From an optimization exercise on the open Yosys and OpenROAD flow, aimed at small area and a short achievable clock period; shortcuts taken in it are not production practice. At most, simulation tests tie the RTL to the original design; equivalence was not proved. Function not checked in run 1: the RTL went through the layout flow alone.

==> flow/design.v, too long to show whole: its modules and the start of the top module <==
// module adc_mul: 114 lines
// module adc_norm: 16 lines
// module adc_nrm12: 11 lines
// module srt_row: 27 lines
// module srt_sel: 9 lines
// module srt_cy3: 6 lines
// module srt_ne3: 3 lines
// module srt_bit: 6 lines
// module srt_bith: 6 lines
// module adc_sign: 17 lines
// module adc_conv: 24 lines
// module adc_shift: 9 lines
// module mul12x25: 858 lines
// module adc_fa: 4 lines
// module adc_ha: 4 lines
module adc_mul
(
    input  logic         clk_i,
    input  logic         rst_i,
    input  logic [11:0]  x_i,
    input  logic [11:0]  y_i,
    input  logic [11:0]  z_i,
    output logic [11:0]  fp_o
);
  // ...
==> flow/run.sh <==
#!/bin/bash
# synth_recipe.tcl (not shown) runs the flow's synth.tcl, then flattens the netlist and writes it again
# the make line also repeats each setting of config.mk as NAME=value (left out here)
make -C /OpenROAD-flow-scripts/flow DESIGN_CONFIG=/design/flow/config.mk WORK_HOME=/design/flow/orfs CLKGATE_MAP_FILE= SYNTH_SCRIPT=/design/flow/synth_recipe.tcl finish
==> flow/config.mk <==
export PLATFORM = sky130hd
export DESIGN_NAME = adc_mul
export DESIGN_NICKNAME = adc_mul
export VERILOG_FILES = /design/flow/design.v
export SDC_FILE = /design/flow/constraint.sdc
export NUM_CORES = 4
export LEC_CHECK = 0
export CAP_MARGIN = 20
export CORE_MARGIN = 2
export CORE_UTILIZATION = 40
export SLEW_MARGIN = 20
export SYNTH_HIERARCHICAL = 1
export SYNTH_MINIMUM_KEEP_SIZE = 0
==> flow/constraint.sdc <==
create_clock -name core_clock -period 95.0 [get_ports {clk_i}]
set_input_delay 19.0000 -clock core_clock [delete_from_list [all_inputs] [get_ports {clk_i}]]
set_output_delay 19.0000 -clock core_clock [all_outputs]
set_load 0.01 [all_outputs]
==> reports/metrics.cfg, run 1 <==
[cts]
clock_latency_ns = 0.52
h-tree-depth = 1
clockBufferDepth = 3
cts_tree = done
clkSinkCount = 219
numCtsBuffers = 23

[worst_setup_path]
reg2reg_from = c3r[11]
cp-startpoint = c3r[11]
crit_family = adder cells
slowest_stage = xor2_1

[place]
dp_slack_ns = 73.99
dp_hpwl_mm = 51.7

[drt]
drc = 0
wl_met3_mm = 3.11
avgViaCountPerCell = 5.73
postRouteAntennaNets = 0
drtIter0Drc = 1130

[synth]
syn_area_per_cell_um2 = 11.0
yosys_warnings = 23

[grt]
overflow = 0
grt.total_usage_pct = 18.3
grt_pass1_wl_mm = 109
use_met1_pct = 24.7

[finish]
largest_class = multi-input gates
multi_input_gates = 2110
num_antenna_cells = 0
multi_input_area_share_pct = 75.1

[floorplanning]
die-area_mm2 = 0.0711

[sta]
setup_violations = 0
fin_crit_ns = 20.99

[status]
status = timing/DRC/antenna clean

==> module srt_row, before the edit <==
module srt_row #(parameter bit FIRST = 0)
    (input  logic [13:0] s, input logic [13:0] c,
     input  logic [10:0] z, input logic [10:0] zb,
     output logic qp, output logic qn,
     output logic [13:0] so, output logic [12:0] co);
    srt_sel u_sel (.s(s[13:10]), .c(c[13:10]), .qp(qp), .qn(qn));
    logic [13:0] cw;
    assign co = {cw[13:2], cw[0]};
    assign so[0] = (qp & zb[0]) | (qn & z[0]);
    assign cw[0] = qp;
    srt_bit u_b1 (.s(s[0]), .c(c[0]), .z(z[1]), .zb(zb[1]), .qp(qp), .qn(qn),
                  .so(so[1]), .co(cw[2]));
    if (FIRST) begin : g_first
        srt_bit u_b2 (.s(s[1]), .c(c[1]), .z(z[2]), .zb(zb[2]), .qp(qp), .qn(qn),
                      .so(so[2]), .co(cw[3]));
    end else begin : g_next
        srt_bith u_b2 (.s(s[1]), .z(z[2]), .zb(zb[2]), .qp(qp), .qn(qn),
                       .so(so[2]), .co(cw[3]));
    end
    for (genvar i = 3; i <= 10; i++) begin : g_b
        srt_bit u_b (.s(s[i-1]), .c(c[i-1]), .z(z[i]), .zb(zb[i]), .qp(qp), .qn(qn),
                     .so(so[i]), .co(cw[i+1]));
    end
    adc_fa u_b11 (.a(s[10]), .b(c[10]), .c(qn), .s(so[11]), .co(cw[12]));
    adc_fa u_b12 (.a(s[11]), .b(c[11]), .c(qp), .s(so[12]), .co(cw[13]));
    assign so[13] = s[12] ^ c[12] ^ qp;
endmodule
==> module srt_sel, before the edit <==
module srt_sel (input logic [3:0] s, input logic [3:0] c, output logic qp, output logic qn);
    logic c3, x3, lo, e3;
    srt_cy3 u_cy (.s(s[2:0]), .c(c[2:0]), .cy(c3));
    srt_ne3 u_ne (.s(s[2:0]), .c(c[2:0]), .ne(lo));
    assign x3 = s[3] ^ c[3];
    assign e3 = x3 ^ c3;
    assign qp = ~e3;
    assign qn = e3 & ~(x3 & lo);
endmodule
==> module adc_conv, before the edit <==
module adc_conv #(parameter int K = 5)
    (input logic [23:0] p, input logic [23:0] n, input logic neg,
     input logic ge, output logic [24:0] q);
    logic [23:0] t;
    logic [24:0] cy, gg, tt;
    assign t = ~(p | n);
    always_comb begin
        cy[0] = ~neg;
        for (int i = 0; i < K; i++)
            cy[i+1] = p[i] | (t[i] & cy[i]);
        gg[K] = 1'b0;
        tt[K] = 1'b1;
        for (int i = K; i < 24; i++) begin
            gg[i+1] = p[i] | (t[i] & gg[i]);
            tt[i+1] = t[i] & tt[i];
            cy[i+1] = gg[i+1] | (tt[i+1] & cy[K]);
        end
        for (int i = 0; i < K; i++) begin
            gg[i] = 1'b0;
            tt[i] = 1'b0;
        end
    end
    assign q = {cy[24], t[23:1] ^ cy[23:1], (t[0] ^ cy[0]) & ~ge};
endmodule
==> run 2, diff against run 1 <==
--- a/flow/design.v
+++ b/flow/design.v
@@ -144,7 +144,10 @@
      input  logic [10:0] z, input logic [10:0] zb,
      output logic qp, output logic qn,
      output logic [13:0] so, output logic [12:0] co);
-    srt_sel u_sel (.s(s[13:10]), .c(c[13:10]), .qp(qp), .qn(qn));
+    logic e3, nz3, qp1, qn1;
+    srt_sel u_sel (.s(s[13:10]), .c(c[13:10]), .e3(e3), .nz(nz3));
+    srt_drv u_d0 (.e3(e3), .nz(nz3), .qp(qp), .qn(qn));
+    srt_drv u_d1 (.e3(e3), .nz(nz3), .qp(qp1), .qn(qn1));
     logic [13:0] cw;
     assign co = {cw[13:2], cw[0]};
     assign so[0] = (qp & zb[0]) | (qn & z[0]);
@@ -159,21 +162,25 @@
                        .so(so[2]), .co(cw[3]));
     end
     for (genvar i = 3; i <= 10; i++) begin : g_b
-        srt_bit u_b (.s(s[i-1]), .c(c[i-1]), .z(z[i]), .zb(zb[i]), .qp(qp), .qn(qn),
+        srt_bit u_b (.s(s[i-1]), .c(c[i-1]), .z(z[i]), .zb(zb[i]),
+                     .qp(i < 7 ? qp : qp1), .qn(i < 7 ? qn : qn1),
                      .so(so[i]), .co(cw[i+1]));
     end
-    adc_fa u_b11 (.a(s[10]), .b(c[10]), .c(qn), .s(so[11]), .co(cw[12]));
-    adc_fa u_b12 (.a(s[11]), .b(c[11]), .c(qp), .s(so[12]), .co(cw[13]));
-    assign so[13] = s[12] ^ c[12] ^ qp;
+    adc_fa u_b11 (.a(s[10]), .b(c[10]), .c(qn1), .s(so[11]), .co(cw[12]));
+    adc_fa u_b12 (.a(s[11]), .b(c[11]), .c(qp1), .s(so[12]), .co(cw[13]));
+    assign so[13] = s[12] ^ c[12] ^ qp1;
 endmodule
-module srt_sel (input logic [3:0] s, input logic [3:0] c, output logic qp, output logic qn);
-    logic c3, x3, lo, e3;
+module srt_sel (input logic [3:0] s, input logic [3:0] c, output logic e3, output logic nz);
+    logic c3, x3, lo;
     srt_cy3 u_cy (.s(s[2:0]), .c(c[2:0]), .cy(c3));
     srt_ne3 u_ne (.s(s[2:0]), .c(c[2:0]), .ne(lo));
     assign x3 = s[3] ^ c[3];
     assign e3 = x3 ^ c3;
+    assign nz = ~(x3 & lo);
+endmodule
+module srt_drv (input logic e3, input logic nz, output logic qp, output logic qn);
     assign qp = ~e3;
-    assign qn = e3 & ~(x3 & lo);
+    assign qn = e3 & nz;
 endmodule
 module srt_cy3 (input logic [2:0] s, input logic [2:0] c, output logic cy);
     logic [2:0] g, t;
@@ -217,25 +224,39 @@
     (input logic [23:0] p, input logic [23:0] n, input logic neg,
      input logic ge, output logic [24:0] q);
     logic [23:0] t;
-    logic [24:0] cy, gg, tt;
+    logic [K:0]  c0, c1;
+    logic [24:0] gg, tt, h;
+    logic        ck;
     assign t = ~(p | n);
     always_comb begin
-        cy[0] = ~neg;
-        for (int i = 0; i < K; i++)
-            cy[i+1] = p[i] | (t[i] & cy[i]);
-        gg[K] = 1'b0;
+        c0[0] = 1'b0;           
+        c1[0] = 1'b1;           
+        for (int i = 0; i < K; i++) begin
+            c0[i+1] = p[i] | (t[i] & c0[i]);
+            c1[i+1] = p[i] | (t[i] & c1[i]);
+        end
+        gg = '0;
+        tt = '0;
         tt[K] = 1'b1;
         for (int i = K; i < 24; i++) begin
             gg[i+1] = p[i] | (t[i] & gg[i]);
             tt[i+1] = t[i] & tt[i];
-            cy[i+1] = gg[i+1] | (tt[i+1] & cy[K]);
-        end
-        for (int i = 0; i < K; i++) begin
-            gg[i] = 1'b0;
-            tt[i] = 1'b0;
         end
     end
-    assign q = {cy[24], t[23:1] ^ cy[23:1], (t[0] ^ cy[0]) & ~ge};
+    assign ck = neg ? c0[K] : c1[K];
+    always_comb begin
+        h = '0;
+        for (int i = 0; i < K; i++)
+            h[i] = neg ? c0[i] : c1[i];
+        for (int i = K; i <= 24; i++)
+            h[i] = gg[i] | (tt[i] & ck);
+    end
+    logic [24:0] d;
+    adc_xor25 u_x (.a({1'b0, t}), .b(h), .y(d));
+    assign q = {d[24:1], d[0] & ~ge};
+endmodule
+module adc_xor25 (input logic [24:0] a, input logic [24:0] b, output logic [24:0] y);
+    assign y = a ^ b;
 endmodule
 module adc_shift (input logic [36:12] p, input logic [4:0] sh, output logic [11:0] res);
     logic [55:0] t;
==> run 2 against run 1 <==
Worst setup slack gained 0.57 ns. Wire length grew 1.0%. Register-to-register slack gained 1.5 ns. Critical path type is now flip-flop to output port. Critical endpoint is now fp_o[6].
==> reports/metrics.cfg, run 2 <==
[sta]
rsz0062_at_grt = false  ; unchanged
slew_headroom_pct = 21.6  ; was 25.9%
slew_viol_final = 0  ; unchanged
period_share_pct = 21.5  ; was 22.1%
max_freq_ghz = 0.0490  ; was 0.0476 GHz
fin_crit_ns = 20.42  ; was 20.99 ns
fin_setup_tns_ns = 0  ; unchanged
worst_pin_slew_ns = 1.17  ; was 1.11 ns
hold_violations = 0  ; unchanged
finClkSkew_ns = 0.0140  ; was 0.0102 ns
setup_violations = 0  ; unchanged

[cts]
path_clk_slew_ns = 0.06  ; about the same
clkSinkCount = 219  ; unchanged
clockBufferDepth = 3  ; unchanged
ctsHoldBuffers = 0  ; unchanged
cts_setup_buffers = 0  ; unchanged
cts_resized = 0  ; unchanged
numCtsBuffers = 25  ; was 23
h-tree-depth = 1  ; unchanged
cts_tree = done  ; unchanged
clockRootBuffer = clkbuf_16  ; unchanged
clock_latency_ns = 0.55  ; was 0.52 ns

[worst_setup_path]
slowest_stage = clkdlybuf4s50_1  ; was xor2_1
path_buf_inv = 1  ; was 2
reg2reg_from = s3r[11]  ; was c3r[11]
rrSetupSlack_ns = 75.48  ; was 74.01 ns
max_stage_delay_ns = 0.54  ; was 0.81 ns
cp_max_fo = 1  ; was 13
rr_worst_depth = 63  ; was 73
crit_arrival_ns = 1.42  ; was 21.40 ns
required_ns = 76.00  ; was 95.41 ns
cp-start-kind = flip-flop  ; unchanged
path_cells = clkdlybuf4s50_1
endpoint_kind = output port  ; was flip-flop
crit_family = buffers and inverters  ; was adder cells
worstSetupPathType = flip-flop to output port  ; was flip-flop to flip-flop
reg2reg_to = fp_o[8]  ; was fp_o[3]

[synth]
synthCells = 2593  ; was 2503
syn-cell-area_mm2 = 0.0279  ; was 0.0276 mm^2
syn_area_per_cell_um2 = 10.7  ; was 11.0 um^2
yosys_warnings = 23  ; unchanged

[drt]
avgViaCountPerCell = 5.60  ; was 5.73
vias = 19800  ; was 19600
firstDrtPassIters = 8  ; was 5
wl_mm = 64.0  ; was 63.4 mm
drtIter0Drc = 1118  ; was 1130
wl_per_cell_um = 18.1  ; was 18.5 um
drc = 0  ; unchanged
postRouteAntennaNets = 0  ; unchanged

[floorplanning]
start_util_pct = 40.5  ; was 40.3%
core_mm2 = 0.0688  ; was 0.0685 mm^2
die_w_um = 268  ; was 267 um
die_h_um = 268  ; was 267 um
die-area_mm2 = 0.0718  ; was 0.0711 mm^2
io_pins = 50  ; unchanged
rows = 96  ; unchanged

[grt]
grt_pass1_vias = 21800  ; was 21500
grt_pass1_wl_mm = 110  ; was 109 mm
overflow = 0  ; unchanged
antenna_found_initial = 0  ; unchanged
grt_max_degree = 34  ; unchanged
grt.total_usage_pct = 18.4  ; was 18.3%

[place]
placed_cells_incl_taps = 3500  ; was 3386
port_buffers = 49  ; unchanged
dp_hpwl_mm = 52.4  ; was 51.7 mm
postPlaceCellArea_mm2 = 0.0292  ; was 0.0290 mm^2
finalWeightedCongestion = 0.855  ; was 0.878

[finish]
final_cell_mix = fa_1, nand2_1, a22o_1  ; unchanged
drive_above_1_share_pct = 7.57  ; was 10.6%
final_util_pct = 43.8  ; was 43.5%
reg.largest.list = n3 (19), p3 (19)  ; unchanged
final_common_cell = fa_1  ; unchanged
syn_to_final_growth_pct = 8.08  ; was 7.99%
final_nets = 3228  ; was 3167
fin_cells = 3546  ; was 3425
stdcell_area_mm2 = 0.0301  ; was 0.0298 mm^2
num_antenna_cells = 0  ; unchanged
fillCellCount = 6446  ; was 6433

[run]
max_cap_violations = 0  ; unchanged

[min_path]
min_from = p2[6]  ; was p2[2]
hold_depth = 0  ; unchanged
hold_end = p3[16]  ; was p3[12]
hold_class = flip-flop to flip-flop  ; unchanged

[status]
status = timing/DRC/antenna clean  ; unchanged

## run 2: metrics by stage
stage	setup slack [ns]	hold WS (ns)
2_1_floorplan	75.62	0.310
3_3_place_gp	75.16	0.312
3_5_place_dp	75.14	0.312
4_1_cts	74.54	0.325
5_1_grt	74.17	0.332
6_report	74.58	0.324
## run 2: worst max-delay path by stage
| stage | from | end | slack, ns | depth (start not counted) |
|---|---|---|---|---|
| finish | fp_o[6] | fp_o[6] | 74.58 | 1 |
| global route | s3r[11] | fp_o[8] | 74.17 | 63 |
| CTS | fp_o[6] | fp_o[6] | 74.54 | 1 |
| detailed placement | fp_o[9] | fp_o[9] | 75.14 | 1 |
| global placement | fp_o[10] | fp_o[10] | 75.16 | 1 |
| floorplan | fp_o[0] | fp_o[0] | 75.62 | 0 |
## run 2: layout make-up
cell class	count	area (um^2)	area share, %
multi-input cells	2142	22500	74.6
flip-flops and latches	219	4470	14.8
well taps	931	1160	3.87
clock buffers	35	713	2.37
repair buffers	70	648	2.15
inverters	138	518	1.72
clock inverters	11	128	0.424
## run 2: per-layer routing
layer	GRT usage (%)	routed length, um	up-vias
met5	0	0	-
met1	24.8	28200	10300
met3	1.77	2380	85
li1	-	-	8973
met4	3.49	1050	0
met2	32.5	32400	465

==> afterwards: timing with drivers on the ports <==
The results above use ideal ports. As a check the final layouts listed here were re-extracted and re-timed, cells and wires unchanged.
Step 1 sets driving cells, clkbuf_16 on the clock port and buf_2 on the other inputs (assumed; they add their load-dependent delay and slew).
Step 2 also shifts input and output timing later by t, the mid clock arrival at the registers, as if the neighbouring blocks saw the same clock.
a / b / c = ideal ports / drivers / drivers and shift; a / b = the first two.
run	t, ns	slack for setup (ns)	worst setup path at the end	cell pins on the clock port's net
run 1	0.571	74.013 / 74.013 / 74.013	register to register	1
run 2	0.601	74.583 / 74.525 / 75.125	register to output	1
After both steps setup and hold are still met in every run listed.
